This is an optimization exercise on Yosys and OpenROAD, whose aim is small area, not a production implementation.
Where RTL was checked, it was by simulation tests only, not by an equivalence proof against the original.
The RTL of runs 2 and 3 was laid out without a check of its function.
No driver is modelled on the clock port, so clocking that relies on it looks cheaper here than on a real chip.
Power is estimated from default activity; no workload was simulated.

==> flow/design.v <==
`timescale 1ns / 1ps
module BCDToFND_Decoder(
    input [3:0] i_value,
    output [7:0] o_font
    );
    reg [7:0] r_font;
    assign o_font = r_font;
    always @(*) begin
        r_font = 8'hff;
        case (i_value)
            4'h0 : r_font = 8'hc0;
            4'h1 : r_font = 8'hf9;
            4'h2 : r_font = 8'ha4;
            4'h3 : r_font = 8'hb0;
            4'h4 : r_font = 8'h99;
            4'h5 : r_font = 8'h92;
            4'h6 : r_font = 8'h82;
            4'h7 : r_font = 8'hf8;
            4'h8 : r_font = 8'h80;
            4'h9 : r_font = 8'h98;
        endcase
    end
endmodule
`timescale 1ns / 1ps
module ButtonController(
    input i_clk,
    input i_reset,
    input i_button,
    output o_button
    );
    parameter   PUSHED = 1'b1,
                RELEASED = 1'b0,
                TRUE = 1'b1,
                FALSE = 1'b0;
    parameter   DEBOUNCE = 1_000_000;
    reg r_prevState;
    reg [31:0] r_counter;
    reg r_button;
    assign o_button = r_button;
    always @(posedge i_clk or posedge i_reset) begin
        if (i_reset) begin
            r_prevState <= RELEASED;
            r_counter <= 0;
            r_button <= FALSE;
        end
        else begin
            if (i_button == PUSHED && r_prevState == RELEASED && r_counter < DEBOUNCE) begin
                r_counter <= r_counter + 1;
                r_button <= FALSE;
            end
            else if (i_button == PUSHED && r_prevState == RELEASED && r_counter == DEBOUNCE) begin
                r_prevState <= PUSHED;
                r_counter <= 0;
                r_button <= FALSE;
            end
            else if (i_button == RELEASED && r_prevState == PUSHED && r_counter < DEBOUNCE) begin
                r_counter <= r_counter + 1;
                r_button <= FALSE;
            end
            else if (i_button == RELEASED && r_prevState == PUSHED && r_counter == DEBOUNCE) begin
                r_prevState <= RELEASED;
                r_counter <= 0;
                r_button <= TRUE;
            end
            else begin
                r_button <= FALSE;
            end
        end
    end
endmodule
`timescale 1ns / 1ps
module ClockDivider_1KHz(
    input i_clk,
    input i_reset,
    output o_clk,
    output o_tick
    );
    reg r_clk;
    reg [31:0] r_counter;
    assign o_clk = r_clk;
    assign o_tick = (r_counter == 50000 - 1) && !r_clk;
    always @(posedge i_clk or posedge i_reset) begin
        if (i_reset) begin
            r_clk <= 1'b0;
            r_counter <= 0;
        end
        else begin
            if (r_counter == 50000 - 1) begin
                r_clk <= ~r_clk;
                r_counter <= 0;
            end
            else begin
                r_counter <= r_counter + 1;
            end
        end
    end
endmodule
`timescale 1ns / 1ps
module ClockDivider_1MHz(
    input i_clk,
    input i_reset,
    output o_clk,
    output o_tick
    );
    reg r_clk;
    reg [5:0] r_counter;
    assign o_clk = r_clk;
    assign o_tick = (r_counter == 49) && !r_clk;
    always @(posedge i_clk or posedge i_reset) begin
        if(i_reset) begin
            r_clk <= 1'b0;
            r_counter <= 0;
        end
        else begin
            if(r_counter == 49) begin
                r_clk <= ~r_clk;
                r_counter <= 0;
            end
            else begin
                r_counter <= r_counter + 1;
            end
        end
    end
endmodule
`timescale 1ns / 1ps
module Comparator(
    input [9:0] i_counter,
    output o_fan_0, o_fan_1, o_fan_2, o_fan_3
    );
    assign o_fan_0 = (i_counter < 0)   ? 1'b1 : 1'b0;
    assign o_fan_1 = (i_counter < 333) ? 1'b1 : 1'b0;
    assign o_fan_2 = (i_counter < 666) ? 1'b1 : 1'b0;
    assign o_fan_3 = (i_counter < 999) ? 1'b1 : 1'b0;
endmodule
`timescale 1ns / 1ps
module Counter_FND(
    input i_clk,
    input i_reset,
    input i_en,
    output [1:0] o_counter
    );
    reg [1:0] r_counter;
    assign o_counter = r_counter;
    always @(posedge i_clk or posedge i_reset) begin
        if (i_reset) begin
            r_counter <= 0;
        end
        else if (i_en) begin
            r_counter <= r_counter + 1;
        end
    end
endmodule
`timescale 1ns / 1ps
module Counter_Fan(
    input i_clk,
    input i_reset,
    input i_en,
    output [9:0] o_counter
    );
    reg [9:0] r_counter;
    assign o_counter = r_counter;
    always @(posedge i_clk or posedge i_reset) begin
        if(i_reset) begin
            r_counter <= 0;
        end
        else if (i_en) begin
            if(r_counter == 999) begin
                r_counter <= 0;
            end
            else begin
                r_counter <= r_counter + 1;
            end
        end
    end
endmodule
`timescale 1ns / 1ps
module Decoder_2x4(
    input [1:0] i_digitPosition,
    output [3:0] o_Digit
    );
    reg [3:0] r_Digit;
    assign o_Digit = r_Digit;
    always @(*) begin
        case (i_digitPosition)
            2'b00 : r_Digit = 4'b1110;
            2'b01 : r_Digit = 4'b1101;
            2'b10 : r_Digit = 4'b1011;
            2'b11 : r_Digit = 4'b0111;
        endcase
    end
endmodule
`timescale 1ns / 1ps
module FNDValue(
    input [2:0] i_fanState,
    output [3:0] o_1000_value, o_100_value, o_10_value, o_1_value
    );
    reg [3:0] r_1000_value, r_100_value, r_10_value, r_1_value;
    assign o_1000_value = r_1000_value;
    assign o_100_value = r_100_value;
    assign o_10_value = r_10_value;
    assign o_1_value = r_1_value;
    always @(*) begin
        r_1000_value = 4'd0;
        r_100_value = 4'd0;
        r_10_value = 4'd0;
        r_1_value = 4'd0;
        case (i_fanState)
            3'd0 : r_1_value = 4'd0;
            3'd1 : r_1_value = 4'd1;
            3'd2 : r_1_value = 4'd2;
            3'd3 : r_1_value = 4'd3;
        endcase
    end
endmodule
`timescale 1ns / 1ps
module FSM_FanMode(
    input i_clk,
    input i_reset,
    input [3:0] i_button,
    output [2:0] o_fanState
    ); 
    parameter   S_FAN_0 = 3'd0,
                S_FAN_1 = 3'd1,
                S_FAN_2 = 3'd2,
                S_FAN_3 = 3'd3;
    reg [2:0] r_curState;
    reg [2:0] r_nextState;
    reg [2:0] r_fanState;
    assign o_fanState = r_fanState;
    always @(posedge i_clk or posedge i_reset) begin
        if (i_reset)    r_curState <= S_FAN_0;
        else            r_curState <= r_nextState;
    end
    always @(i_button or r_curState) begin
        r_nextState <= S_FAN_0;
        case (r_curState)
            S_FAN_0 : begin
                if     (i_button[1])      r_nextState <= S_FAN_1;
                else if(i_button[2])      r_nextState <= S_FAN_2;
                else if(i_button[3])      r_nextState <= S_FAN_3;
                else                      r_nextState <= S_FAN_0;
            end
            S_FAN_1 : begin
                if     (i_button[0])      r_nextState <= S_FAN_0;
                else if(i_button[2])      r_nextState <= S_FAN_2;
                else if(i_button[3])      r_nextState <= S_FAN_3;
                else                      r_nextState <= S_FAN_1;
            end
            S_FAN_2 : begin
                if     (i_button[0])      r_nextState <= S_FAN_0;
                else if(i_button[1])      r_nextState <= S_FAN_1;
                else if(i_button[3])      r_nextState <= S_FAN_3;
                else                      r_nextState <= S_FAN_2;
            end
            S_FAN_3 : begin
                if     (i_button[0])      r_nextState <= S_FAN_0;
                else if(i_button[1])      r_nextState <= S_FAN_1;
                else if(i_button[2])      r_nextState <= S_FAN_2;
                else                      r_nextState <= S_FAN_3;
            end
        endcase
    end
    always @(r_curState) begin
        case (r_curState)
            S_FAN_0 : r_fanState <= 3'd0;
            S_FAN_1 : r_fanState <= 3'd1;
            S_FAN_2 : r_fanState <= 3'd2;
            S_FAN_3 : r_fanState <= 3'd3;
            default : r_fanState <= 3'd0;
        endcase
    end
endmodule
`timescale 1ns / 1ps
module LightControl(
    input [2:0] i_fanState,
    output [3:0] o_light
    );
    reg [3:0] r_light;
    assign o_light = r_light;
    always @(*) begin
        case (i_fanState)
            3'd0 : r_light = 4'b0000;
            3'd1 : r_light = 4'b0001;
            3'd2 : r_light = 4'b0011;
            3'd3 : r_light = 4'b0111;
            default : r_light = 4'b0000;
        endcase
    end
endmodule
`timescale 1ns / 1ps
module MUX_4x1(
    input [3:0] i_x,
    input [2:0] sel,
    output o_y
    );
    reg r_y;
    assign o_y = r_y;
    always @(*) begin
        r_y = 1'b0;
        case (sel)
            3'b000 : r_y = i_x[0];
            3'b001 : r_y = i_x[1];
            3'b010 : r_y = i_x[2];
            3'b011 : r_y = i_x[3];
        endcase
    end
endmodule
`timescale 1ns / 1ps
module MUX_FNDValueSel(
    input [3:0] i_1000_value, i_100_value, i_10_value, i_1_value,
    input [1:0] i_digitPosition,
    output [3:0] o_value
    );
    reg [3:0] r_value;
    assign o_value = r_value;
    always @(*) begin
        case (i_digitPosition)
            2'b00 : r_value = i_1_value;
            2'b01 : r_value = i_10_value;
            2'b10 : r_value = i_100_value;
            2'b11 : r_value = i_1000_value;
        endcase
    end
endmodule
`timescale 1ns / 1ps
module FSM_Fan(
    input i_clk,
    input i_reset,
    input [3:0] i_button,
    output o_motor,
    output [3:0] o_light,
    output [3:0] o_FND_Digit,
    output [7:0] o_FND_Font
    );
    wire w_1M_clk, w_1M_tick;
    ClockDivider_1MHz clkdiv_1M(
        .i_clk(i_clk),
        .i_reset(i_reset),
        .o_clk(w_1M_clk),
        .o_tick(w_1M_tick)
    );
    wire [9:0] w_counter;
    Counter_Fan count_fan(
        .i_clk(i_clk),
        .i_reset(i_reset),
        .i_en(w_1M_tick),
        .o_counter(w_counter)
    );
    wire [3:0] w_fan;
    Comparator comp(
        .i_counter(w_counter),
        .o_fan_0(w_fan[0]), 
        .o_fan_1(w_fan[1]), 
        .o_fan_2(w_fan[2]), 
        .o_fan_3(w_fan[3])
    );
    wire [3:0] w_button;  
    ButtonController OffBTN(
        .i_clk(i_clk),
        .i_reset(i_reset),
        .i_button(i_button[0]),
        .o_button(w_button[0])
    );
    ButtonController Stage1_BTN(
        .i_clk(i_clk),
        .i_reset(i_reset),
        .i_button(i_button[1]),
        .o_button(w_button[1])
    );
    ButtonController Stage2_BTN(
        .i_clk(i_clk),
        .i_reset(i_reset),
        .i_button(i_button[2]),
        .o_button(w_button[2])
    );
    ButtonController Stage3_BTN(
        .i_clk(i_clk),
        .i_reset(i_reset),
        .i_button(i_button[3]),
        .o_button(w_button[3])
    );
    wire [2:0] w_fanState;
    FSM_FanMode modeSel(
        .i_clk(i_clk),
        .i_reset(i_reset),
        .i_button(w_button),
        .o_fanState(w_fanState)
    ); 
    MUX_4x1 MoterStageSel(
        .i_x(w_fan),
        .sel(w_fanState),
        .o_y(o_motor)
    );
    LightControl light(
        .i_fanState(w_fanState),
        .o_light(o_light)
    );
    wire w_1K_clk, w_1K_tick;
    ClockDivider_1KHz clkDiv_1K(
        .i_clk(i_clk),
        .i_reset(i_reset),
        .o_clk(w_1K_clk),
        .o_tick(w_1K_tick)
    );
    wire [1:0] w_digitPosition;
    Counter_FND count_FND(
        .i_clk(i_clk),
        .i_reset(i_reset),
        .i_en(w_1K_tick),
        .o_counter(w_digitPosition)
    );
    Decoder_2x4 SelDigit(
        .i_digitPosition(w_digitPosition),
        .o_Digit(o_FND_Digit)
    );
    wire [3:0] w_1000_value, w_100_value, w_10_value, w_1_value;
    FNDValue FNDVal(
        .i_fanState(w_fanState),
        .o_1000_value(w_1000_value), 
        .o_100_value(w_100_value), 
        .o_10_value(w_10_value), 
        .o_1_value(w_1_value)
    );
    wire [3:0] w_value;
    MUX_FNDValueSel FNDValSel(
        .i_1000_value(w_1000_value), 
        .i_100_value(w_100_value), 
        .i_10_value(w_10_value), 
        .i_1_value(w_1_value),
        .i_digitPosition(w_digitPosition),
        .o_value(w_value)
    );
    BCDToFND_Decoder Font(
        .i_value(w_value),
        .o_font(o_FND_Font)
    );
endmodule
==> flow/run.sh <==
#!/bin/bash
# synth_recipe.tcl (not shown) runs the flow's synth.tcl, then flattens the netlist and writes it again
# the make line also repeats each setting of config.mk as NAME=value (left out here)
make -C /OpenROAD-flow-scripts/flow DESIGN_CONFIG=/design/flow/config.mk WORK_HOME=/design/flow/orfs CLKGATE_MAP_FILE= SYNTH_SCRIPT=/design/flow/synth_recipe.tcl finish
==> flow/config.mk <==
export PLATFORM = sky130hd
export DESIGN_NAME = FSM_Fan
export DESIGN_NICKNAME = FSM_Fan
export VERILOG_FILES = /design/flow/design.v
export SDC_FILE = /design/flow/constraint.sdc
export NUM_CORES = 4
export LEC_CHECK = 0
export CAP_MARGIN = 20
export CORE_MARGIN = 2
export CORE_UTILIZATION = 40
export SLEW_MARGIN = 20
==> flow/constraint.sdc <==
create_clock -name core_clock -period 10.0 [get_ports {i_clk}]
set_input_delay 2.0000 -clock core_clock [delete_from_list [all_inputs] [get_ports {i_clk}]]
set_output_delay 2.0000 -clock core_clock [all_outputs]
set_load 0.01 [all_outputs]
==> results of run 1 <==
sequential cells by signal (all words and copies together), names as in the netlist:
name and cells:
Stage1_BTN.r_prevState 1, count_fan.r_counter 10, Stage2_BTN.r_counter 32, Stage2_BTN.r_button 1, clkdiv_1M.r_counter 6, Stage3_BTN.r_counter 32, Stage1_BTN.r_counter 32, OffBTN.r_button 1
modeSel.r_curState 2, clkDiv_1K.r_counter 32, clkDiv_1K.r_clk 1, Stage2_BTN.r_prevState 1, OffBTN.r_prevState 1, count_FND.r_counter 2, Stage3_BTN.r_prevState 1, Stage1_BTN.r_button 1
Stage3_BTN.r_button 1, clkdiv_1M.r_clk 1, OffBTN.r_counter 32
layout make-up:
| cell class | instances | area, um2 | area share [%] |
|---|---|---|---|
| sequential | 190 | 4750 | 48.6 |
| clock inverter | 12 | 138 | 1.41 |
| timing repair buffer | 24 | 248 | 2.53 |
| multi-input combinational | 566 | 3680 | 37.7 |
| clock buffer | 20 | 447 | 4.57 |
| tap | 280 | 350 | 3.58 |
| inverter | 39 | 154 | 1.57 |
logic make-up after synthesis:
kind of cell / count (synthesis)
adders and majority gates: 17
and+or+nand+nor: 371
muxes: 18
xor gates and xnor gates: 92
DFF: 190
other: 2
AOI/OAI and AO/OA: 65
buffers and inverters: 106
stage by stage:
step | instance area (um2) | total power (W) | hold slack (ns)
4_1_cts | 9750 | 0.00166 | 0.372
2_1_floorplan | 8870 | 0.000955 | 0.421
3_3_place_gp | 9160 | 0.000986 | 0.358
6_report | 9780 | 0.00164 | 0.366
5_1_grt | 9780 | 0.00173 | 0.385
3_5_place_dp | 9160 | 0.000989 | 0.358
cell usage in the layout, fill, tap and decap left out, types with 9 or more instances in the layout:
cell | Yosys | routed
and2_1 | 12 | 12
and3_1 | 15 | 15
and4_1 | 9 | 9
clkbuf_16 | 0 | 17
clkdlybuf4s50_1 | 0 | 19
dfrtp_1 | 190 | 190
ha_1 | 17 | 17
inv_1 | 39 | 38
mux2i_1 | 12 | 12
nand2_1 | 73 | 73
nand3_1 | 57 | 57
nand4_1 | 39 | 39
nor2_1 | 63 | 63
nor3_1 | 25 | 25
nor4_1 | 26 | 26
o21ai_0 | 21 | 21
or4_1 | 14 | 14
xnor2_1 | 54 | 54
xor2_1 | 38 | 38
worst paths after layout:
kind | start | end
min in group asynchronous | i_reset | OffBTN.r_counter[2]$_DFFE_PP0P_
min reg2reg | Stage2_BTN.r_counter[24]$_DFFE_PP0P_ | Stage2_BTN.r_counter[24]$_DFFE_PP0P_
min | Stage2_BTN.r_counter[24]$_DFFE_PP0P_ | Stage2_BTN.r_counter[24]$_DFFE_PP0P_
max reg2reg | Stage1_BTN.r_counter[26]$_DFFE_PP0P_ | Stage1_BTN.r_counter[17]$_DFFE_PP0P_
max in group asynchronous | i_reset | Stage2_BTN.r_counter[30]$_DFFE_PP0P_
max | count_fan.r_counter[0]$_DFFE_PP0P_ | o_motor
routing by layer:
metal	share of wire (%)	up-vias
li1	-	2933
met2	45	61
met3	2.9	10
met1	52	2775
met5	0	-
met4	0.90	0
worst max-delay path: stages, from the launching register on:
cell,delay [ns]
dfrtp_1,0.41
ha_1,0.23
and2_1,0.17
o311ai_0,0.33
o311ai_0,0.20
o31ai_1,0.10
clkdlybuf4s50_1,0.57
power breakdown:
| part | total, W | switching [W] | internal (W) | leakage (nW) |
|---|---|---|---|---|
| Combinational | 0.000109 | 0.0000596 | 0.0000491 | 1.56 |
| Clock | 0.000669 | 0.000292 | 0.000377 | 0.281 |
| Sequential | 0.000865 | 0.0000542 | 0.000811 | 2.55 |
| Total | 0.00164 | 0.000406 | 0.00124 | 4.40 |
==> flow_metrics.tcl, run 1 <==
set metrics [dict create \
    maxSlewHeadroom_pct 44.2 \
    max_cap_violations 0 \
    dp_cells 1098 \
    routedWlPerCell_um 13.5 \
    syn_area_per_cell_um2 10.3 \
    initialDrtViolationCount 235 \
    cts_hold_buf 0 \
    worst-r2r-cell-count 5 \
    crit_arrival_ns 2.43 \
    netlist-cell-type-count 59 \
    drc_violations_left 0 \
    synth_area_leader_cell "dfrtp_1" \
    clock_skew_ns 0.0120 \
    combinational_family_with_the_most_area_after_synthesis "simple AND/OR/NAND/NOR gates" \
    dp_hpwl_um 10300 \
    syn_inst 861 \
    r2r_setup_slack_ns 7.48 \
    chipWidth_um 153 \
    synthFlopType "dfrtp_1" \
    synthTopCellsByCount "dfrtp_1, nand2_1, nor2_1" \
    dpl_worst_slack_ns 5.84 \
    synth_adder_area_share_pct 2.40 \
    worst_setup_path_end_kind "primary output" \
    synth_top_area_share_pct 53.6 \
    layout.nets 861 \
    synth_mux_area_share_pct 2.12 \
    antenna-diode-count 0 \
    grt_first_pass_wirelength_um 26900 \
    track_usage_pct 13.8 \
    routed_via_density 5.11 \
    dieArea_um2 23400 \
    critPathRequiredTime_ns 8.00 \
    cellLeakagePower_nw 4.40 \
    cts.htree.levels 4 \
    setup_viol 0 \
    status "timing/DRC/antenna clean" \
    cts_buffer_depth 2 \
    power_density_nw_per_um2 168 \
    antenna_violating_nets_post_route 0 \
    worstSetupPathType "reg2out" \
    global_route.usage.met1_pct 20.0 \
    cts_tree "done" \
    die-height_um 153 \
    yosysMostFrequentCell "dfrtp_1" \
    fin_crit_ns 4.43 \
    final_cell_count_no_fill 1131 \
    core_region_area_um2 21800 \
    synth.yosys.warnings 12 \
    placement_rows 54 \
    critical_path.max_fanout 4 \
    rsz0062_at_grt "false" \
    post_cts.repair.setup_buffers 0 \
    async_flop_share_pct 100 \
    tritoncts.num_buffers 17 \
    final_core_utilization_pct 44.8 \
    hold_viol 0 \
    floorplan.initialDensity_pct 40.6 \
    post_route_setup_tns_ns 0 \
    clock_tree.root_cell "clkbuf_16" \
    synth_enable_flop_cells 0 \
    largest_net_degree_at_the_start_of_global_routing 112 \
    worstSetupStartpointType "register" \
    drive_above_1_share_pct 6.58 \
    fmax_mhz 226 \
    drt_first_pass_iters 5 \
    met2_grt_util_pct 21.0 \
    gp_congestion 0.779 \
    routed-via-count 5779 \
    synth_compound_area_share_pct 4.99 \
    synth_xor_xnor_area_share_pct 9.09 \
    gr-usage-met3_pct 2.98 \
    port_buffers 19 \
    globalRoute.busiestLayer "met2" \
    grt_pass1_vias 5606 \
    cts.clk_slew.worst_paths_ns 0.07 \
    synth_seq_area_share_pct 53.6 \
    fin_crit_sh_pct 44.3 \
    floorplan.io_pins 23 \
    clock_latency_ns 0.43 \
    synth_seq_cells 190 \
    final-max-slew-violation-count 0 \
    post_synth_main_area_contributors "dfrtp_1, xnor2_1, xor2_1" \
    fill_cell_instance_count_of_the_final_layout 2037 \
    worst_hold_path_type "reg2reg" \
    postCtsResizedCells 0 \
    cts_sinks 190 \
    min_path_cells 0 \
    max-vdd-ir-drop_mv 0.113 \
    tightestPinTransition_ns 0.830 \
    final_critical_path_setup_slack_ns 5.57 \
    routed_wl_um 15300 \
    global_route.overflow_total 0 \
    synthesis.area_um2 8870 \
    yosys.area_share.simple_pct 22.8 \
    antenna_found_initial 0 \
    syn_to_final_growth_pct 10.2 \
]
==> run 2: changes to the inputs <==
==> flow/design.v (replaced) <==
`timescale 1ns / 1ps
module FSM_Fan(
    input i_clk,
    input i_reset,
    input [3:0] i_button,
    output o_motor,
    output [3:0] o_light,
    output [3:0] o_FND_Digit,
    output [7:0] o_FND_Font
    );
    wire [3:0] w_event;
    genvar g;
    generate
        for (g = 0; g < 4; g = g + 1) begin : deb
            reg         r_state;
            reg  [19:0] r_cnt;
            wire        en = i_button[g] ^ r_state;
            wire [20:0] c;
            wire [19:0] sum = r_cnt ^ c[19:0];
            assign c[0] = en;
            assign c[20:1] = r_cnt & c[19:0];
            wire        full = &(r_cnt | ~20'hF4240);
            wire        flip = en & full;
            assign w_event[g] = flip & r_state;
            always @(posedge i_clk or posedge i_reset) begin
                if (i_reset) begin
                    r_state <= 1'b0;
                    r_cnt   <= 20'd0;
                end else begin
                    r_state <= r_state ^ flip;
                    r_cnt   <= sum & ~(20'hF4241 & {20{flip}});
                end
            end
        end
    endgenerate
    reg [1:0] r_stage, r_next;
    wire [3:0] w_own = 4'b0001 << r_next;
    wire [3:0] w_cand = w_event & ~w_own;
    wire [1:0] w_sel = w_cand[0] ? 2'd0 : w_cand[1] ? 2'd1 : w_cand[2] ? 2'd2 : 2'd3;
    always @(posedge i_clk or posedge i_reset) begin
        if (i_reset) begin
            r_stage <= 2'd0;
            r_next  <= 2'd0;
        end else begin
            r_stage <= r_next;
            if (|w_cand) r_next <= w_sel;
        end
    end
    reg [6:0] r_p;
    reg [9:0] r_f;
    reg [1:0] r_pos;
    wire w_tick = (r_p == 7'd99);
    always @(posedge i_clk or posedge i_reset) begin
        if (i_reset) begin
            r_p   <= 7'd50;
            r_f   <= 10'd0;
            r_pos <= 2'd0;
        end else begin
            r_p <= w_tick ? 7'd0 : r_p + 7'd1;
            if (w_tick) r_f <= (r_f == 10'd999) ? 10'd0 : r_f + 10'd1;
            if (r_p == 7'd49 && r_f == 10'd500) r_pos <= r_pos + 2'd1;
        end
    end
    assign o_motor = (r_stage == 2'd1) ? (r_f < 10'd333) :
                     (r_stage == 2'd2) ? (r_f < 10'd666) :
                     (r_stage == 2'd3) ? (r_f < 10'd999) : 1'b0;
    assign o_light = {1'b0, r_stage == 2'd3, r_stage[1], r_stage != 2'd0};
    assign o_FND_Digit = ~(4'b0001 << r_pos);
    reg [7:0] r_font;
    always @(*) begin
        case (r_pos == 2'd0 ? r_stage : 2'd0)
            2'd0: r_font = 8'hc0;
            2'd1: r_font = 8'hf9;
            2'd2: r_font = 8'ha4;
            default: r_font = 8'hb0;
        endcase
    end
    assign o_FND_Font = r_font;
endmodule
==> flow_metrics.tcl, run 2 <==
set metrics [dict create \
    status "timing/DRC/antenna clean" \
    power_frac_seq_pct 54.4 \
    layout_commonest_cell "dfrtp_1" \
    post_synth_main_area_contributors "dfrtp_1, ha_1, nor2b_1" \
    routedWlPerCell_um 12.4 \
    drt_first_pass_iters 4 \
    max_flop_register "deb.r_cnt" \
    hold_viol 0 \
    critPathMaxStageDelay_ns 0.45 \
    post_route_setup_tns_ns 0 \
    clock_skew_ns 0.00444 \
    max-vdd-ir-drop_mv 0.115 \
    synth_xor_xnor_area_share_pct 3.43 \
    yosys.area_share.simple_pct 12.5 \
    cts.htree.levels 3 \
    syn_area_per_cell_um2 13.1 \
    fin_crit_ns 6.09 \
    worstSetupPathType "in2reg" \
    routed_via_density 4.99 \
    antenna_violating_nets_post_route 0 \
    power.net_switching_w 0.000201 \
    yosysMostFrequentCell "dfrtp_1" \
    worst_setup_path_end_kind "register" \
    tightestPinTransition_ns 0.698 \
    tritoncts.num_buffers 9 \
    critPathRequiredTime_ns 10.20 \
    drive_above_1_share_pct 6.84 \
    power_density_nw_per_um2 170 \
    worst_hold_path_type "reg2reg" \
    global_route.overflow_total 0 \
    top_regs "deb.r_cnt: 80 flops, r_f: 10 flops, r_p: 7 flops" \
    cp_num_buf_inv 1 \
    largest_register_ffs 80 \
    routed-via-count 2707 \
    clockPowerShare_pct 38.2 \
    core_region_area_um2 11900 \
    synth_top_area_share_pct 53.7 \
    fmax_mhz 164 \
    initialDrtViolationCount 53 \
    final_core_utilization_pct 45.9 \
    die-height_um 114 \
    postCtsResizedCells 0 \
    grt_pass1_vias 2688 \
    cpLargestDelayFamily "adder cells" \
    synth_seq_area_share_pct 55.3 \
    fin_crit_sh_pct 60.9 \
    track_usage_pct 11.7 \
    critical_path.max_fanout 3 \
    register_area_um2 2680 \
    synth_adder_area_share_pct 21.9 \
    async_flop_share_pct 100 \
    rsz0062_at_grt "false" \
    antenna-diode-count 0 \
    cts_sinks 107 \
    netlist-cell-type-count 44 \
    synth.yosys.warnings 1 \
    synth_enable_flop_cells 0 \
    synth_compound_area_share_pct 2.87 \
    floorplan.initialDensity_pct 40.7 \
    antenna_found_initial 0 \
    port_buffers 19 \
    routed_wl_um 6750 \
    path_common_cell "ha_1" \
    most-common-layout-cells "dfrtp_1, ha_1, nor2b_1" \
    crit_slowest_cell "clkdlybuf4s50_1" \
    synth_area_leader_cell "dfrtp_1" \
    comb_power_share_pct 7.4 \
    post_cts.repair.setup_buffers 0 \
    syn_to_final_growth_pct 12.9 \
    dp_hpwl_um 4900 \
    p_int_w 0.000728 \
    gp_congestion 0.859 \
    cts_buffer_depth 2 \
    cellLeakagePower_nw 2.90 \
    setup_viol 0 \
    layout.nets 482 \
    synthesis.area_um2 4850 \
    placement_rows 40 \
    max_cap_violations 0 \
    maxSlewHeadroom_pct 53.5 \
    floorplan.io_pins 23 \
    synth_seq_cells 107 \
    syn_inst 371 \
    synthTopCellsByCount "dfrtp_1, ha_1, nor2b_1" \
    grt_first_pass_wirelength_um 12100 \
    final-max-slew-violation-count 0 \
    sw_frac_of_total_pct 21.7 \
    synthFlopType "dfrtp_1" \
    fill_cell_instance_count_of_the_final_layout 1103 \
    synth_mux_area_share_pct 1.21 \
    drc_violations_left 0 \
    cts_tree "done" \
    cts.clk_slew.worst_paths_ns 0.07 \
    multi_input_comb_area_um2 2050 \
    largest_net_degree_at_the_start_of_global_routing 59 \
    dieArea_um2 13000 \
    critical_path.cell_chain "clkdlybuf4s50_1 > xor2_1 > ha_1 > ha_1 > ha_1 > ha_1 > ha_1 > ha_1 > ha_1 > ha_1 > ha_1 > ha_1 > ha_1 > ha_1 > ha_1 > ha_1 > ha_1 > ha_1 > ha_1 > ha_1 > ha_1 > xnor2_1 > nor2_1" \
    clock_tree.root_cell "clkbuf_16" \
    worstSetupStartpointType "primary input" \
    crit_arrival_ns 6.29 \
    clock_latency_ns 0.34 \
    chipWidth_um 114 \
    combinational_family_with_the_most_area_after_synthesis "adder cells" \
    cts_hold_buf 0 \
]
## run 2: worst paths after layout
check / end / cells past startpoint / start / slack, ns
setup / recovery: deb[2].r_cnt[19]$_DFF_PP0_ / 23 / i_button[2] / 3.91
hold / removal: r_stage[1]$_DFF_PP0_ / 0 / r_next[1]$_DFFE_PP0P_ / 0.47
setup reg to reg: deb[2].r_cnt[19]$_DFF_PP0_ / 22 / register / 5.65
hold reg to reg: r_stage[1]$_DFF_PP0_ / 0 / r_next[1]$_DFFE_PP0P_ / 0.47
max in group asynchronous: deb[1].r_cnt[10]$_DFF_PP0_ / 3 / i_reset / 6.78
min in group asynchronous: deb[0].r_cnt[15]$_DFF_PP0_ / 2 / i_reset / 2.13
## run 2: cells by family (layout without fill, tap and decap cells)
family | after synthesis | after routing
buffers and inverters | 27 | 50
muxes | 5 | 5
and+or+nand+nor | 105 | 105
xor gates and xnor gates | 19 | 19
DFF | 107 | 107
AOI/OAI and AO/OA | 21 | 21
other | 2 | 3
adders and majority gates | 85 | 85
## run 2: final cells by class
type                       instances  area share (%)
clock buffer                      12            4.69
clock inverter                     3           0.846
sequential                       107            49.0
tap                              147            3.36
multi-input combinational        238            37.4
inverter                          15            1.07
timing repair buffer              20            3.61
## run 2: power by group through the flow
stage,logic (W),registers [W],clock network [W]
2_1_floorplan,0.0000503,0.000509,0
3_3_place_gp,0.0000669,0.000513,0
3_5_place_dp,0.0000732,0.000515,0
4_1_cts,0.0000734,0.000507,0.000367
5_1_grt,0.0000869,0.000510,0.000385
6_report,0.0000686,0.000506,0.000355
## run 2: layer usage
metal  GRT usage, %  wire, um  vias to the layer above  share of wire (%)
met1           14.6      3190                     1334                 47
met5              0         0                        -                  0
met2           19.1      3150                       42                 47
met3           3.18       229                       17                3.4
li1               -         -                     1314                  -
met4           5.61       186                        0                2.8
## run 2: metrics by stage
stage	total power (W)	cell area (um2)	hold slack [ns]	setup slack [ns]	instances
2_1_floorplan	0.000559	4850	0.401	4.25	372
3_3_place_gp	0.000580	5170	0.455	3.57	527
3_5_place_dp	0.000588	5170	0.462	3.50	527
4_1_cts	0.000947	5470	0.486	3.86	542
5_1_grt	0.000982	5470	0.490	3.60	542
6_report	0.000929	5470	0.473	3.91	542
==> run 3: changes to the inputs <==
--- a/flow/design.v
+++ b/flow/design.v
@@ -49,16 +49,17 @@
     reg [6:0] r_p;
     reg [9:0] r_f;
     reg [1:0] r_pos;
-    wire w_tick = (r_p == 7'd99);
+    wire w_tick = (r_p == 7'd38);
+    wire w_p49  = (r_p == 7'd68);
     always @(posedge i_clk or posedge i_reset) begin
         if (i_reset) begin
-            r_p   <= 7'd50;
+            r_p   <= 7'd9;
             r_f   <= 10'd0;
             r_pos <= 2'd0;
         end else begin
-            r_p <= w_tick ? 7'd0 : r_p + 7'd1;
+            r_p <= {r_p[5:0], ~(r_p[6] ^ r_p[2]) ^ w_tick};
             if (w_tick) r_f <= (r_f == 10'd999) ? 10'd0 : r_f + 10'd1;
-            if (r_p == 7'd49 && r_f == 10'd500) r_pos <= r_pos + 2'd1;
+            if (w_p49 && r_f == 10'd500) r_pos <= r_pos + 2'd1;
         end
     end
     assign o_motor = (r_stage == 2'd1) ? (r_f < 10'd333) :
==> flow/flow/run.sh (new file) <==
#!/bin/bash
# The standard layout (standard.sh), with two changes made through ORFS's own
# variables: the port buffers are sky130_fd_sc_hd__buf_1, and clock tree
# synthesis inserts no dummy loads and builds the tree from clkbuf_4.
set -euo pipefail
export BUFFER_PORTS_ARGS="-buffer_cell sky130_fd_sc_hd__buf_1"
export CTS_ARGS="-sink_clustering_enable -repair_clock_nets -dont_use_dummy_load -buf_list sky130_fd_sc_hd__clkbuf_8"
bash standard.sh > standard.log 2>&1
==> flow/standard.sh (new file) <==
#!/bin/bash
# synth_recipe.tcl (not shown) runs the flow's synth.tcl, then flattens the netlist and writes it again
# the make line also repeats each setting of config.mk as NAME=value (left out here)
make -C /OpenROAD-flow-scripts/flow DESIGN_CONFIG=/design/flow/config.mk WORK_HOME=/design/flow/orfs CLKGATE_MAP_FILE= SYNTH_SCRIPT=/design/flow/synth_recipe.tcl "${@:-finish}"
--- a/flow/config.mk
+++ b/flow/config.mk
@@ -7,5 +7,5 @@
 export LEC_CHECK = 0
 export CAP_MARGIN = 20
 export CORE_MARGIN = 2
-export CORE_UTILIZATION = 40
+export CORE_UTILIZATION = 80
 export SLEW_MARGIN = 20
removed: flow/run.sh
==> flow_metrics.tcl, run 3 <==
set metrics [dict create \
    largest_register_ffs 80 \
    placement_rows 27 \
    most-common-layout-cells "dfrtp_1, ha_1, nor2b_1" \
    critPathRequiredTime_ns 10.22 \
    fill_cell_instance_count_of_the_final_layout 250 \
    max_cap_violations 0 \
    min_to "r_p[5]$_DFF_PP0_" \
    worst_hold_path_type "reg2reg" \
    postCtsResizedCells 0 \
    synth_seq_area_share_pct 56.8 \
    syn_to_final_growth_pct 4.98 \
    drt_first_pass_iters 4 \
    synth_top_area_share_pct 55.7 \
    synth.yosys.warnings 1 \
    final-max-slew-violation-count 0 \
    cellLeakagePower_nw 2.75 \
    worst-r2r-cell-count 22 \
    antenna-diode-count 0 \
    layout_commonest_cell "dfrtp_1" \
    worst_setup_path_end_kind "register" \
    dieArea_um2 6530 \
    antenna_violating_nets_post_route 0 \
    yosysMostFrequentCell "dfrtp_1" \
    synth_seq_cells 107 \
    synth_area_leader_cell "dfrtp_1" \
    dp_hpwl_um 5320 \
    largest_net_degree_at_the_start_of_global_routing 63 \
    routed_via_density 5.86 \
    grt_first_pass_wirelength_um 12700 \
    cts_hold_buf 0 \
    synthTopCellsByCount "dfrtp_1, ha_1, nor2b_1" \
    global_route.overflow_total 0 \
    synthesis.area_um2 4720 \
    chipWidth_um 80.8 \
    cts_tree "done" \
    post_cts.repair.setup_buffers 0 \
    gp_congestion 0.914 \
    max-vdd-ir-drop_mv 0.158 \
    floorplan.io_pins 23 \
    cts.htree.levels 3 \
    hold_viol 0 \
    cts.clk_slew.worst_paths_ns 0.08 \
    layout.nets 460 \
    clock_tree.root_cell "clkbuf_8" \
    rsz0062_at_grt "false" \
    max_flop_register "deb.r_cnt" \
    core_region_area_um2 5610 \
    routed_wl_um 7410 \
    status "timing/DRC/antenna clean" \
    track_usage_pct 26.3 \
    setup_viol 0 \
    post_route_setup_tns_ns 0 \
    critical_path.max_fanout 3 \
    worstSetupPathType "in2reg" \
    power_density_nw_per_um2 156 \
    floorplan.initialDensity_pct 84.2 \
    fmax_mhz 172 \
    worst_setup_path_startpoint "i_button[0]" \
    worstSetupStartpointType "primary input" \
    drive_above_1_share_pct 5.96 \
    maxSlewHeadroom_pct 50.7 \
    syn_area_per_cell_um2 13.5 \
    fin_hold_ws_ns 0.385 \
    antenna_found_initial 0 \
    netlist-cell-type-count 42 \
    synth_enable_flop_cells 0 \
    cts_buffer_depth 2 \
    fin_crit_ns 5.82 \
    fin_crit_sh_pct 58.2 \
    port_buffers 19 \
    cts_sinks 107 \
    die-height_um 80.8 \
    routed-via-count 2583 \
    r2r_setup_slack_ns 5.55 \
    initialDrtViolationCount 154 \
    clock_latency_ns 0.36 \
    async_flop_share_pct 100 \
    drc_violations_left 0 \
    min_path_cells 0 \
    tritoncts.num_buffers 9 \
    crit_arrival_ns 6.04 \
    post_synth_main_area_contributors "dfrtp_1, ha_1, nor2b_1" \
    syn_inst 349 \
    routedWlPerCell_um 16.8 \
    clock_skew_ns 0.0326 \
    synthFlopType "dfrtp_1" \
    top_regs "deb.r_cnt: 80 flops, r_f: 10 flops, r_p: 7 flops" \
    grt_pass1_vias 2702 \
    crit-reg2reg-capture "deb[0].r_cnt[19]$_DFF_PP0_" \
    tightestPinTransition_ns 0.740 \
    worstHoldStart "r_p[4]$_DFF_PP0_" \
]
[run 3: worst max path at each step]
stage	slack, ns	to	cells after the start
floorplan	4.25	deb[2].r_cnt[18]$_DFF_PP0_	21
global placement	3.94	deb[0].r_cnt[18]$_DFF_PP0_	22
detailed placement	3.82	deb[1].r_cnt[18]$_DFF_PP0_	22
CTS	4.15	deb[0].r_cnt[19]$_DFF_PP0_	23
global route	3.96	deb[0].r_cnt[19]$_DFF_PP0_	23
finish	4.18	deb[0].r_cnt[19]$_DFF_PP0_	23
[run 3: power by group]
group | total (W) | switching [W] | internal [W]
Clock | 0.000203 | 0.000122 | 0.0000812
Combinational | 0.0000660 | 0.0000356 | 0.0000304
Sequential | 0.000505 | 0.0000195 | 0.000485
Total | 0.000774 | 0.000177 | 0.000597
[run 3: kinds of logic after synthesis]
kind of cell | after synthesis | share of synthesized area, %
other | 2 | 0.159
buffers and inverters | 21 | 2.23
AND/OR/NAND/NOR | 97 | 12.0
AO/OA/AOI/OAI | 18 | 2.62
multiplexers | 5 | 1.19
adder cells (fa/ha/maj) | 83 | 22.0
flip-flops | 107 | 56.8
XOR/XNOR | 16 | 2.97
[run 3: layout make-up]
cell class	count	area (um2)	share of cell area [%]
Clock buffer	9	124	2.50
Multi-Input combinational cell	222	1940	39.1
Tap cell	72	90.1	1.82
Timing Repair Buffer	20	78.8	1.59
Sequential cell	107	2680	54.1
Inverter	11	43.8	0.884
[run 3: worst max-delay path, cell delays in order]
cell and delay [ns]:
buf_1 0.12, xor2_1 0.19, ha_1 0.20, ha_1 0.18
ha_1 0.18, ha_1 0.18, ha_1 0.18, ha_1 0.18
ha_1 0.20, ha_1 0.19, ha_1 0.18, ha_1 0.18
ha_1 0.17, ha_1 0.17, ha_1 0.18, ha_1 0.18
ha_1 0.17, ha_1 0.18, ha_1 0.18, ha_1 0.19
ha_1 0.22, xnor2_1 0.18, nor2_1 0.06
[run 3: per-stage QoR]
step / setup slack [ns] / instances / total power [W] / utilization (%) / instance area (um2)
after floorplan: 4.25 / 350 / 0.000554 / - / 4720
after global placement: 3.94 / 432 / 0.000568 / 86.1 / 4830
after detailed placement: 3.82 / 432 / 0.000583 / 86.1 / 4830
after CTS: 4.15 / 441 / 0.000780 / 88.4 / 4950
after global routing: 3.96 / 441 / 0.000816 / 88.4 / 4950
final: 4.18 / 441 / 0.000774 / 88.4 / 4950
[run 3: metal layers]
layer / vias to the layer above / part of all wire [%] / GRT usage, %
li1: 1234 / - / -
met1: 1274 / 42 / 32.7
met2: 64 / 53 / 46.5
met3: 11 / 4.2 / 6.22
met4: 0 / 1.5 / 6.95
met5: - / 0 / 0
==> run 4: changes to the inputs <==
--- a/flow/design.v
+++ b/flow/design.v
@@ -19,16 +19,16 @@
             wire [19:0] sum = r_cnt ^ c[19:0];
             assign c[0] = en;
             assign c[20:1] = r_cnt & c[19:0];
-            wire        full = &(r_cnt | ~20'hF4240);
+            wire        full = r_cnt[6] & r_cnt[9] & r_cnt[14] & ~|r_cnt[19:16];
             wire        flip = en & full;
             assign w_event[g] = flip & r_state;
             always @(posedge i_clk or posedge i_reset) begin
                 if (i_reset) begin
                     r_state <= 1'b0;
-                    r_cnt   <= 20'd0;
+                    r_cnt   <= 20'h10000;
                 end else begin
                     r_state <= r_state ^ flip;
-                    r_cnt   <= sum & ~(20'hF4241 & {20{flip}});
+                    r_cnt   <= (sum & ~(20'h04241 & {20{flip}})) | {3'd0, flip, 16'd0};
                 end
             end
         end
@@ -51,20 +51,24 @@
     reg [1:0] r_pos;
     wire w_tick = (r_p == 7'd38);
     wire w_p49  = (r_p == 7'd68);
+    wire [10:0] w_fc;
+    wire [9:0]  w_fsum = r_f ^ w_fc[9:0];
+    assign w_fc[0] = w_tick;
+    assign w_fc[10:1] = r_f & w_fc[9:0];
     always @(posedge i_clk or posedge i_reset) begin
         if (i_reset) begin
             r_p   <= 7'd9;
-            r_f   <= 10'd0;
+            r_f   <= 10'd24;
             r_pos <= 2'd0;
         end else begin
             r_p <= {r_p[5:0], ~(r_p[6] ^ r_p[2]) ^ w_tick};
-            if (w_tick) r_f <= (r_f == 10'd999) ? 10'd0 : r_f + 10'd1;
-            if (w_p49 && r_f == 10'd500) r_pos <= r_pos + 2'd1;
+            r_f <= w_fsum | (10'd24 & {10{w_fc[10]}});
+            if (w_p49 && r_f == 10'd524) r_pos <= r_pos + 2'd1;
         end
     end
-    assign o_motor = (r_stage == 2'd1) ? (r_f < 10'd333) :
-                     (r_stage == 2'd2) ? (r_f < 10'd666) :
-                     (r_stage == 2'd3) ? (r_f < 10'd999) : 1'b0;
+    assign o_motor = (r_stage == 2'd1) ? (r_f < 10'd357) :
+                     (r_stage == 2'd2) ? (r_f < 10'd690) :
+                     (r_stage == 2'd3) ? ~&r_f : 1'b0;
     assign o_light = {1'b0, r_stage == 2'd3, r_stage[1], r_stage != 2'd0};
     assign o_FND_Digit = ~(4'b0001 << r_pos);
     reg [7:0] r_font;
==> flow/flow/run.sh (replaced) <==
#!/bin/bash
# The standard layout (standard.sh), with two changes made through ORFS's own
# variables: the port buffers are sky130_fd_sc_hd__buf_1, and clock tree
# synthesis inserts no dummy loads and builds the tree from clkbuf_8.
set -euo pipefail
export BUFFER_PORTS_ARGS="-buffer_cell sky130_fd_sc_hd__buf_1"
export CTS_ARGS="-sink_clustering_enable -repair_clock_nets -dont_use_dummy_load -buf_list sky130_fd_sc_hd__clkbuf_8"
bash standard.sh > standard.log 2>&1
==> flow_metrics.tcl, run 4 <==
set metrics [dict create \
    max-vdd-ir-drop_mv 0.156 \
    largest_net_degree_at_the_start_of_global_routing 82 \
    critPathMaxStageDelay_ns 0.20 \
    floorplan.io_pins 23 \
    post_route_setup_tns_ns 0 \
    antenna-diode-count 0 \
    status "timing/DRC/antenna clean" \
    syn_to_final_growth_pct 6.22 \
    hold_viol 0 \
    yosysMostFrequentCell "dfrtp_1" \
    drt_first_pass_iters 4 \
    antenna_found_initial 0 \
    path_common_cell "ha_1" \
    routed_via_density 5.94 \
    critPathRequiredTime_ns 10.24 \
    max_flop_register "deb.r_cnt" \
    post_cts.repair.setup_buffers 0 \
    critical_path.max_fanout 3 \
    synth_top_area_share_pct 54.8 \
    layout_commonest_cell "dfrtp_1" \
    clock_latency_ns 0.36 \
    critical_path.cell_chain "buf_1 > xor2_1 > ha_1 > ha_1 > ha_1 > ha_1 > ha_1 > ha_1 > ha_1 > ha_1 > ha_1 > ha_1 > ha_1 > ha_1 > ha_1 > ha_1 > ha_1 > ha_1 > ha_1 > ha_1 > ha_1 > xor2_1" \
    fin_hold_ws_ns 0.415 \
    dpl_worst_slack_ns 3.87 \
    synth_seq_cells 107 \
    tritoncts.num_buffers 9 \
    synthTopCellsByCount "dfrtp_1, ha_1, nor2b_1" \
    rsz0062_at_grt "false" \
    syn_area_per_cell_um2 14.8 \
    postCtsResizedCells 0 \
    synthFlopType "dfrtp_1" \
    chipWidth_um 79.2 \
    drc_violations_left 0 \
    async_flop_share_pct 100 \
    layout.nets 429 \
    synth_seq_area_share_pct 59.4 \
    cellLeakagePower_nw 2.79 \
    cts_hold_buf 0 \
    cts.clk_slew.worst_paths_ns 0.08 \
    power_density_nw_per_um2 162 \
    global_route.overflow_total 0 \
    dp_hpwl_um 4690 \
    antenna_violating_nets_post_route 0 \
    setup_viol 0 \
    floorplan.initialDensity_pct 82.7 \
    cts_sinks 107 \
    most-common-layout-cells "dfrtp_1, ha_1, buf_1" \
    synth_enable_flop_cells 0 \
    gp_congestion 0.810 \
    initialDrtViolationCount 90 \
    fmax_mhz 172 \
    syn_inst 305 \
    routedWlPerCell_um 17.0 \
    grt_first_pass_wirelength_um 11600 \
    top_regs "deb.r_cnt: 80 flops, r_f: 10 flops, r_p: 7 flops" \
    crit_arrival_ns 6.06 \
    final_critical_path_setup_slack_ns 4.18 \
    routed-via-count 2393 \
    placement_rows 27 \
    largest_register_ffs 80 \
    cpLargestDelayFamily "adder cells" \
    cts_buffer_depth 2 \
    core_region_area_um2 5470 \
    synth_area_leader_cell "dfrtp_1" \
    drive_above_1_share_pct 10.6 \
    cts_tree "done" \
    worst_setup_path_end_kind "register" \
    post_synth_main_area_contributors "dfrtp_1, ha_1, dfstp_2" \
    worst_hold_path_type "reg2reg" \
    routed_wl_um 6860 \
    final-max-slew-violation-count 0 \
    tightestPinTransition_ns 0.514 \
    dieArea_um2 6270 \
    synthesis.area_um2 4520 \
    track_usage_pct 25.0 \
    maxSlewHeadroom_pct 65.7 \
    worstSetupStartpointType "primary input" \
    grt_pass1_vias 2557 \
    cts.htree.levels 3 \
    cp_num_buf_inv 1 \
    fin_crit_ns 5.82 \
    synth.yosys.warnings 1 \
    netlist-cell-type-count 39 \
    crit_slowest_cell "xor2_1" \
    max_cap_violations 0 \
    worstSetupPathType "in2reg" \
    clock_tree.root_cell "clkbuf_8" \
    clock_skew_ns 0.0304 \
    die-height_um 79.2 \
    port_buffers 19 \
    fin_crit_sh_pct 58.2 \
]
[run 4: changes by cell type after synthesis, sizes merged, moves of 3 or more]
cell / change
and2: -3
clkbuf: -4
dfrtp: -6
dfstp: +6
ha: +7
inv: -3
nand3: -5
nand4: -4
nor2: -11
nor2b: -14
o21ai: -5
or2: +6
xnor2: -9
[run 4: cells by family (layout without fill, tap and decap cells)]
kind of cell,after synthesis,after routing,share of synthesized area [%]
XOR/XNOR,9,9,1.74
other,2,3,0.166
AO/OA/AOI/OAI,12,12,1.85
AND/OR/NAND/NOR,66,66,8.99
multiplexers,6,6,1.47
flip-flops,107,107,59.4
adder cells (fa/ha/maj),90,90,24.9
buffers and inverters,13,38,1.49
[run 4: metal layers]
| metal | share of wire, % | GRT usage [%] |
|---|---|---|
| met4 | 1.3 | 8.28 |
| met5 | 0 | 0 |
| met1 | 42 | 30.4 |
| met3 | 3.9 | 6.25 |
| met2 | 53 | 44.0 |
[run 4: where the power goes]
| group | switching (W) | internal (W) | total, W |
|---|---|---|---|
| Combinational | 0.0000387 | 0.0000334 | 0.0000721 |
| Sequential | 0.0000206 | 0.000487 | 0.000507 |
| Clock | 0.000119 | 0.0000810 | 0.000200 |
[run 4: area by class of cell]
type | count | area, um2
flip-flops and latches | 107 | 2690
repair buffers | 21 | 98.8
well taps | 72 | 90.1
clock buffers | 9 | 124
multi-input cells | 186 | 1770
inverters | 8 | 32.5
fillers | 246 | 667
[run 4: per-stage QoR]
step / std cells / instance area [um2] / total power [W] / util [%]
final: 403 / 4810 / 0.000780 / 87.8
after global routing: 403 / 4810 / 0.000819 / 87.8
after CTS: 402 / 4790 / 0.000787 / 87.4
after detailed placement: 393 / 4660 / 0.000589 / 85.2
after global placement: 393 / 4660 / 0.000573 / 85.2
after floorplan: 306 / 4530 / 0.000558 / -
[run 4: worst paths after layout]
check / startpoint / endpoint / slack [ns] / depth (start not counted)
setup reg to reg: register / deb[2].r_cnt[19]$_DFF_PP0_ / 5.56 / 21
min in group asynchronous: i_reset / deb[0].r_cnt[11]$_DFF_PP0_ / 1.59 / 2
hold reg to reg: r_p[0]$_DFF_PP1_ / r_p[1]$_DFF_PP0_ / 0.41 / 0
max in group asynchronous: i_reset / deb[1].r_cnt[16]$_DFF_PP1_ / 7.29 / 4
hold / removal: r_p[0]$_DFF_PP1_ / r_p[1]$_DFF_PP0_ / 0.41 / 0
setup / recovery: i_button[2] / deb[2].r_cnt[19]$_DFF_PP0_ / 4.18 / 22
==> run 5: changes to the inputs <==
--- a/flow/config.mk
+++ b/flow/config.mk
@@ -5,7 +5,7 @@
 export SDC_FILE = /design/flow/constraint.sdc
 export NUM_CORES = 4
 export LEC_CHECK = 0
-export CAP_MARGIN = 20
+export CAP_MARGIN = 0
 export CORE_MARGIN = 2
 export CORE_UTILIZATION = 80
-export SLEW_MARGIN = 20
+export SLEW_MARGIN = 0
==> flow_metrics.tcl, run 5 <==
set metrics [dict create \
    cts.clk_slew.worst_paths_ns 0.08 \
    fin_crit_ns 5.79 \
    worst_setup_path_end_kind "register" \
    grt_first_pass_wirelength_um 11600 \
    cp_num_buf_inv 1 \
    synthesis.area_um2 4520 \
    critical_path.cell_chain "buf_1 > xor2_1 > ha_1 > ha_1 > ha_1 > ha_1 > ha_1 > ha_1 > ha_1 > ha_1 > ha_1 > ha_1 > ha_1 > ha_1 > ha_1 > ha_1 > ha_1 > ha_1 > ha_1 > ha_1 > ha_1 > xor2_1" \
    synth_seq_cells 107 \
    power_frac_seq_pct 65.3 \
    worst_hold_path_type "reg2reg" \
    synth_enable_flop_cells 0 \
    grt_pass1_vias 2557 \
    tightestPinTransition_ns 0.980 \
    cts_sinks 107 \
    initialDrtViolationCount 115 \
    hold_viol 0 \
    status "timing/DRC/antenna clean" \
    postCtsResizedCells 0 \
    synth.yosys.warnings 1 \
    antenna-diode-count 0 \
    critical_path.max_fanout 3 \
    crit_arrival_ns 6.03 \
    gp_congestion 0.810 \
    clock_tree.root_cell "clkbuf_8" \
    clock_skew_ns 0.0302 \
    floorplan.io_pins 23 \
    tritoncts.num_buffers 9 \
    p_int_w 0.000600 \
    drt_first_pass_iters 4 \
    combinational_family_with_the_most_area_after_synthesis "adder cells" \
    crit_slowest_cell "ha_1" \
    path_common_cell "ha_1" \
    fin_crit_sh_pct 57.9 \
    worstSetupPathType "in2reg" \
    async_flop_share_pct 100 \
    antenna_found_initial 0 \
    post_route_setup_tns_ns 0 \
    placement_rows 27 \
    final-max-slew-violation-count 0 \
    drc_violations_left 0 \
    synth_xor_xnor_area_share_pct 1.74 \
    top_regs "deb.r_cnt: 80 flops, r_f: 10 flops, r_p: 7 flops" \
    syn_area_per_cell_um2 14.8 \
    synth_area_leader_cell "dfrtp_1" \
    worstSetupStartpointType "primary input" \
    fin_hold_ws_ns 0.413 \
    maxSlewHeadroom_pct 34.7 \
    cts_tree "done" \
    routed_wl_um 6640 \
    max_flop_register "deb.r_cnt" \
    max_cap_violations 0 \
    max-vdd-ir-drop_mv 0.155 \
    routedWlPerCell_um 16.5 \
    comb_power_share_pct 9.1 \
    syn_inst 305 \
    setup_viol 0 \
    synth_adder_area_share_pct 24.9 \
    synthTopCellsByCount "dfrtp_1, ha_1, nor2b_1" \
    dieArea_um2 6270 \
    critPathRequiredTime_ns 10.24 \
    rsz0062_at_grt "false" \
    cpLargestDelayFamily "adder cells" \
    syn_to_final_growth_pct 5.78 \
    cellLeakagePower_nw 2.78 \
    drive_above_1_share_pct 10.3 \
    cts_hold_buf 0 \
    track_usage_pct 25.0 \
    routed-via-count 2351 \
    layout_commonest_cell "dfrtp_1" \
    synth_top_area_share_pct 54.8 \
    synth_compound_area_share_pct 1.85 \
    core_region_area_um2 5470 \
    yosysMostFrequentCell "dfrtp_1" \
    sw_frac_of_total_pct 22.7 \
    clock_latency_ns 0.36 \
    chipWidth_um 79.2 \
    die-height_um 79.2 \
    synth_mux_area_share_pct 1.47 \
    antenna_violating_nets_post_route 0 \
    layout.nets 428 \
    largest_net_degree_at_the_start_of_global_routing 82 \
    power_density_nw_per_um2 162 \
    routed_via_density 5.85 \
    yosys.area_share.simple_pct 8.99 \
    critPathMaxStageDelay_ns 0.21 \
    largest_register_ffs 80 \
    fmax_mhz 173 \
    cts.htree.levels 3 \
    clockPowerShare_pct 25.6 \
    synthFlopType "dfrtp_1" \
    port_buffers 19 \
    post_cts.repair.setup_buffers 0 \
    netlist-cell-type-count 39 \
    floorplan.initialDensity_pct 82.7 \
    power.net_switching_w 0.000176 \
    global_route.overflow_total 0 \
    most-common-layout-cells "dfrtp_1, ha_1, buf_1" \
    dp_hpwl_um 4690 \
    synth_seq_area_share_pct 59.4 \
    cts_buffer_depth 2 \
    post_synth_main_area_contributors "dfrtp_1, ha_1, dfstp_2" \
]
## run 5: cell counts after synthesis
No cell type changed its count.
## run 5: cells by family after synthesis
| kind of cell | Yosys count |
|---|---|
| DFF | 107 |
| adders and majority gates | 90 |
| and+or+nand+nor | 66 |
| buffers and inverters | 13 |
| AOI/OAI and AO/OA | 12 |
| xor gates and xnor gates | 9 |
| muxes | 6 |
| other | 2 |
## run 5: area by class of cell
cell class                      instances  area, um2
Clock buffer                            9        124
Fill cell                             253        687
Inverter                                8       32.5
Multi-Input combinational cell        186       1770
Sequential cell                       107       2690
Tap cell                               72       90.1
Timing Repair Buffer                   20       78.8
## run 5: worst paths after layout
| path | startpoint | to | slack, ns | cells past startpoint |
|---|---|---|---|---|
| min in group asynchronous | i_reset | deb[0].r_cnt[11]$_DFF_PP0_ | 1.59 | 2 |
| hold / removal | r_p[2]$_DFF_PP0_ | r_p[3]$_DFF_PP1_ | 0.41 | 0 |
| hold reg to reg | r_p[2]$_DFF_PP0_ | r_p[3]$_DFF_PP1_ | 0.41 | 0 |
| setup / recovery | i_button[2] | deb[2].r_cnt[19]$_DFF_PP0_ | 4.21 | 22 |
| max in group asynchronous | i_reset | deb[1].r_cnt[17]$_DFF_PP0_ | 7.10 | 3 |
| setup reg to reg | register | deb[3].r_cnt[19]$_DFF_PP0_ | 5.58 | 21 |
## run 5: per-layer routing
metal  vias to the layer above  GRT usage (%)  share of wire, %
met5                         -              0                 0
met3                        10           6.25               3.3
li1                       1104              -                 -
met1                      1200           30.4                43
met4                         0           8.28               1.2
met2                        37           44.0                52
## run 5: worst register-to-register path, delay by kind of cell (launching register included)
| kind | cells | cell delay (ns) |
|---|---|---|
| adder cells (fa/ha/maj) | 19 | 3.52 |
| XOR/XNOR | 2 | 0.32 |
| flip-flops | 1 | 0.41 |
## run 5: stage by stage
step           cell area (um2)  utilization [%]  std cells  worst slack (ns)  power (W)
6_report                  4790             87.4        402              4.21   0.000776
5_1_grt                   4790             87.4        402              4.03   0.000818
4_1_cts                   4790             87.4        402              4.17   0.000787
3_5_place_dp              4660             85.2        393              3.87   0.000589
3_3_place_gp              4660             85.2        393              4.02   0.000573
2_1_floorplan             4530                -        306              4.33   0.000558
## run 5: power by group through the flow
| stage | combinational (W) | sequential [W] | clock, W |
|---|---|---|---|
| after global routing | 0.0000863 | 0.000512 | 0.000220 |
| final | 0.0000707 | 0.000507 | 0.000199 |
| after global placement | 0.0000604 | 0.000512 | 0 |
| after detailed placement | 0.0000734 | 0.000516 | 0 |
| after floorplan | 0.0000486 | 0.000509 | 0 |
| after CTS | 0.0000740 | 0.000507 | 0.000205 |
==> run 6: changes to the inputs <==
==> flow/flow/run.sh (replaced) <==
#!/bin/bash
# The standard layout (standard.sh), with changes made through ORFS's own
# variables and hooks: the port buffers are sky130_fd_sc_hd__buf_1; clock
# tree synthesis inserts no dummy loads and builds the tree from clkbuf_4;
# after it, post_cts.tcl upsizes to clkbuf_8 the clock buffers whose
# estimated clock-pin slew is over LEAF_SLEW_PS.
set -euo pipefail
export BUFFER_PORTS_ARGS="-buffer_cell sky130_fd_sc_hd__buf_1"
export CTS_ARGS="-sink_clustering_enable -repair_clock_nets -dont_use_dummy_load -buf_list sky130_fd_sc_hd__clkbuf_4"
export POST_CTS_TCL="$(pwd)/flow/post_cts.tcl"
export LEAF_SLEW_PS=78
bash standard.sh > standard.log 2>&1
==> flow/flow/post_cts.tcl (new file) <==
# Upsize clock leaf buffers whose estimated clock-pin slew is high, then
# legalize the placement again.
estimate_parasitics -placement
set big [get_lib_cells sky130_fd_sc_hd__clkbuf_8]
foreach net [get_nets clknet_*] {
  set worst 0
  foreach pin [get_pins -of_objects $net -filter "direction == input"] {
    foreach edge {rise fall} {
      foreach a {min max} {
        set s [sta::time_ui_sta [get_property $pin slew_${a}_$edge]]
        set worst [expr {max($worst, $s * 1e12)}]
      }
    }
  }
  set drv [get_cells -of_objects [get_pins -of_objects $net -filter "direction == output"]]
  if {$worst > $::env(LEAF_SLEW_PS)} {
    puts "upsizing [get_full_name $drv] (estimated slew [format %.1f $worst] ps)"
    replace_cell $drv $big
  }
}
detailed_placement
check_placement -verbose
==> flow_metrics.tcl, run 6 <==
set metrics [dict create \
    routedWlPerCell_um 16.3 \
    grt_first_pass_wirelength_um 11500 \
    dp_cells 393 \
    synth_seq_cells 107 \
    largest_register_ffs 80 \
    dp_hpwl_um 4690 \
    clockPowerShare_pct 25.5 \
    rsz0062_at_grt "false" \
    critPathMaxStageDelay_ns 0.21 \
    power.net_switching_w 0.000175 \
    power_frac_seq_pct 65.4 \
    synth_enable_flop_cells 0 \
    clock_skew_ns 0.0328 \
    fin_crit_ns 5.80 \
    final_cell_count_no_fill 402 \
    netlist-cell-type-count 39 \
    critical_path_cell_count 22 \
    critical_path.max_fanout 3 \
    fin_crit_sh_pct 58.0 \
    antenna_violating_nets_post_route 0 \
    async_flop_share_pct 100 \
    post_route_setup_tns_ns 0 \
    finish.instance_area_um2 4790 \
    routed_via_density 5.95 \
    synth.yosys.warnings 1 \
    syn_to_final_growth_pct 5.78 \
    synth_area_leader_cell "dfrtp_1" \
    antenna-diode-count 0 \
    fin_hold_ws_ns 0.413 \
    final_core_utilization_pct 87.4 \
    setup_viol 0 \
    r2r_setup_slack_ns 5.58 \
    max_cap_violations 0 \
    power_density_nw_per_um2 162 \
    status "timing/DRC/antenna clean" \
    worst-r2r-cell-count 21 \
    cpLargestDelayFamily "adder cells" \
    synthTopCellsByCount "dfrtp_1, ha_1, nor2b_1" \
    fill_cell_instance_count_of_the_final_layout 255 \
    largest_net_degree_at_the_start_of_global_routing 82 \
    yosysMostFrequentCell "dfrtp_1" \
    drt_first_pass_iters 4 \
    drc_violations_left 0 \
    gr-usage-met3_pct 5.45 \
    cp_num_buf_inv 1 \
    worstSetupPathType "in2reg" \
    crit-reg2reg-capture "deb[2].r_cnt[19]$_DFF_PP0_" \
    placement_rows 27 \
    layout_commonest_cell "dfrtp_1" \
    most-common-layout-cells "dfrtp_1, ha_1, buf_1" \
    critical_path.cell_chain "buf_1 > xor2_1 > ha_1 > ha_1 > ha_1 > ha_1 > ha_1 > ha_1 > ha_1 > ha_1 > ha_1 > ha_1 > ha_1 > ha_1 > ha_1 > ha_1 > ha_1 > ha_1 > ha_1 > ha_1 > ha_1 > xor2_1" \
    met2_grt_util_pct 43.5 \
    tightestPinTransition_ns 0.980 \
    synthFlopType "dfrtp_1" \
    gp_congestion 0.810 \
    routed-via-count 2392 \
    chipWidth_um 79.2 \
    top_regs "deb.r_cnt: 80 flops, r_f: 10 flops, r_p: 7 flops" \
    critPathRequiredTime_ns 10.23 \
    die-height_um 79.2 \
    clock_latency_ns 0.35 \
    cts.clk_slew.worst_paths_ns 0.08 \
    core_region_area_um2 5470 \
    floorplan.initialDensity_pct 82.7 \
    antenna_found_initial 0 \
    worst_setup_path_end_kind "register" \
    fmax_mhz 172 \
    cts_tree "done" \
    crit_arrival_ns 6.04 \
    postPlaceCellArea_um2 4660 \
    p_int_w 0.000600 \
    worst_setup_path_startpoint "i_button[2]" \
    grt_pass1_vias 2586 \
    hold_viol 0 \
    synth_seq_area_share_pct 59.4 \
    crit_slowest_cell "ha_1" \
    globalRoute.busiestLayer "met2" \
    final-max-slew-violation-count 0 \
    synthesis.area_um2 4520 \
    track_usage_pct 24.8 \
    maxSlewHeadroom_pct 34.6 \
    path_common_cell "ha_1" \
    global_route.overflow_total 0 \
    cellLeakagePower_nw 2.78 \
    syn_area_per_cell_um2 14.8 \
    routed_wl_um 6550 \
    worst_hold_path_type "reg2reg" \
    syn_inst 305 \
    dieArea_um2 6270 \
    worstHoldStart "r_p[0]$_DFF_PP1_" \
    critical_path.endpoint "deb[2].r_cnt[19]$_DFF_PP0_" \
    worstSetupStartpointType "primary input" \
    global_route.usage.met1_pct 30.0 \
    port_buffers 19 \
    drive_above_1_share_pct 10.3 \
    max_flop_register "deb.r_cnt" \
    comb_power_share_pct 9.1 \
    post_synth_main_area_contributors "dfrtp_1, ha_1, dfstp_2" \
    floorplan.io_pins 23 \
    sw_frac_of_total_pct 22.6 \
    layout.nets 428 \
    initialDrtViolationCount 117 \
    synth_top_area_share_pct 54.8 \
    max-vdd-ir-drop_mv 0.178 \
    cts_sinks 107 \
]
## run 6: layer usage
layer  routed length, um  vias to the layer above  part of all wire, %
met2                3420                       51                   52
li1                    -                     1107                    -
met1                2730                     1214                   42
met5                   0                        -                    0
met3                 230                       20                  3.5
met4                 174                        0                  2.7
## run 6: worst min-delay path by stage
stage / end / slack [ns] / cells after the start
final: r_p[1]$_DFF_PP0_ / 0.41 / 0
after floorplan: r_p[5]$_DFF_PP0_ / 0.37 / 0
after detailed placement: r_p[3]$_DFF_PP1_ / 0.40 / 0
after global routing: r_p[1]$_DFF_PP0_ / 0.42 / 0
after global placement: r_p[5]$_DFF_PP0_ / 0.39 / 0
## run 6: power groups by stage
| stage | clock [W] | combinational [W] | sequential (W) |
|---|---|---|---|
| 6_report | 0.000198 | 0.0000708 | 0.000507 |
| 5_1_grt | 0.000219 | 0.0000862 | 0.000512 |
| 3_3_place_gp | 0 | 0.0000604 | 0.000512 |
| 3_5_place_dp | 0 | 0.0000734 | 0.000516 |
| 2_1_floorplan | 0 | 0.0000486 | 0.000509 |
## run 6: worst reg2reg max path: cells and delay by family, from the launching register on
family,cells,cell delay (ns)
fa+ha+maj,19,3.54
flops,1,0.43
xor+xnor,2,0.32
## run 6: kinds of logic (layout without fill, tap and decap cells)
family	count (synthesis)	in the layout	share of synthesized area [%]
muxes	6	6	1.47
DFF	107	107	59.4
AOI/OAI and AO/OA	12	12	1.85
xor gates and xnor gates	9	9	1.74
other	2	3	0.166
adders and majority gates	90	90	24.9
buffers and inverters	13	37	1.49
and+or+nand+nor	66	66	8.99
## run 6: layout make-up
cell class	count	area (um2)	area share (%)
inverters	8	32.5	0.680
multi-input cells	186	1770	37.0
repair buffers	20	78.8	1.65
clock buffers	9	124	2.59
flip-flops and latches	107	2690	56.2
well taps	72	90.1	1.88
## run 6: metrics by stage
step                      setup slack [ns]  power, W
after floorplan                       4.33  0.000558
after global placement                4.02  0.000573
after detailed placement              3.87  0.000589
after global routing                  4.05  0.000817
final                                 4.20  0.000776

==> afterwards: timing with drivers on the ports <==
No port has a modelled driver above. Below, the same layouts with a new extraction and two added sets of constraints. Step 1 sets driving cells, clkbuf_16 on the clock port and buf_2 on the other inputs (assumed; they add their load-dependent delay and slew). Step 2 moves the port delays by t, midway between the first and last clock arrival at a register: inputs arrive t later, outputs are due t later. That takes back most of the time a late clock gives input paths. a / b / c = no drivers / after step 1 / after step 2; a / b = the first two.
run	t, ns	slack for setup (ns)	worst setup path after step 2	worst data-port slew with drivers (ns)
run 1	0.465	5.567 / 5.522 / 5.916	input to register	0.04
run 2	0.370	3.912 / 3.923 / 3.553	input to register	0.03
run 3	0.367	4.178 / 4.175 / 3.808	input to register	0.04
run 4	0.378	4.185 / 4.190 / 3.812	input to register	0.04
run 5	0.376	4.208 / 4.213 / 3.837	input to register	0.04
run 6	0.367	4.196 / 4.202 / 3.834	input to register	0.05
After both steps setup and hold are still met in every run listed. The setup slack of run 4, which loses most, moves by +0.005 ns with the drivers and by -0.373 ns with both steps.
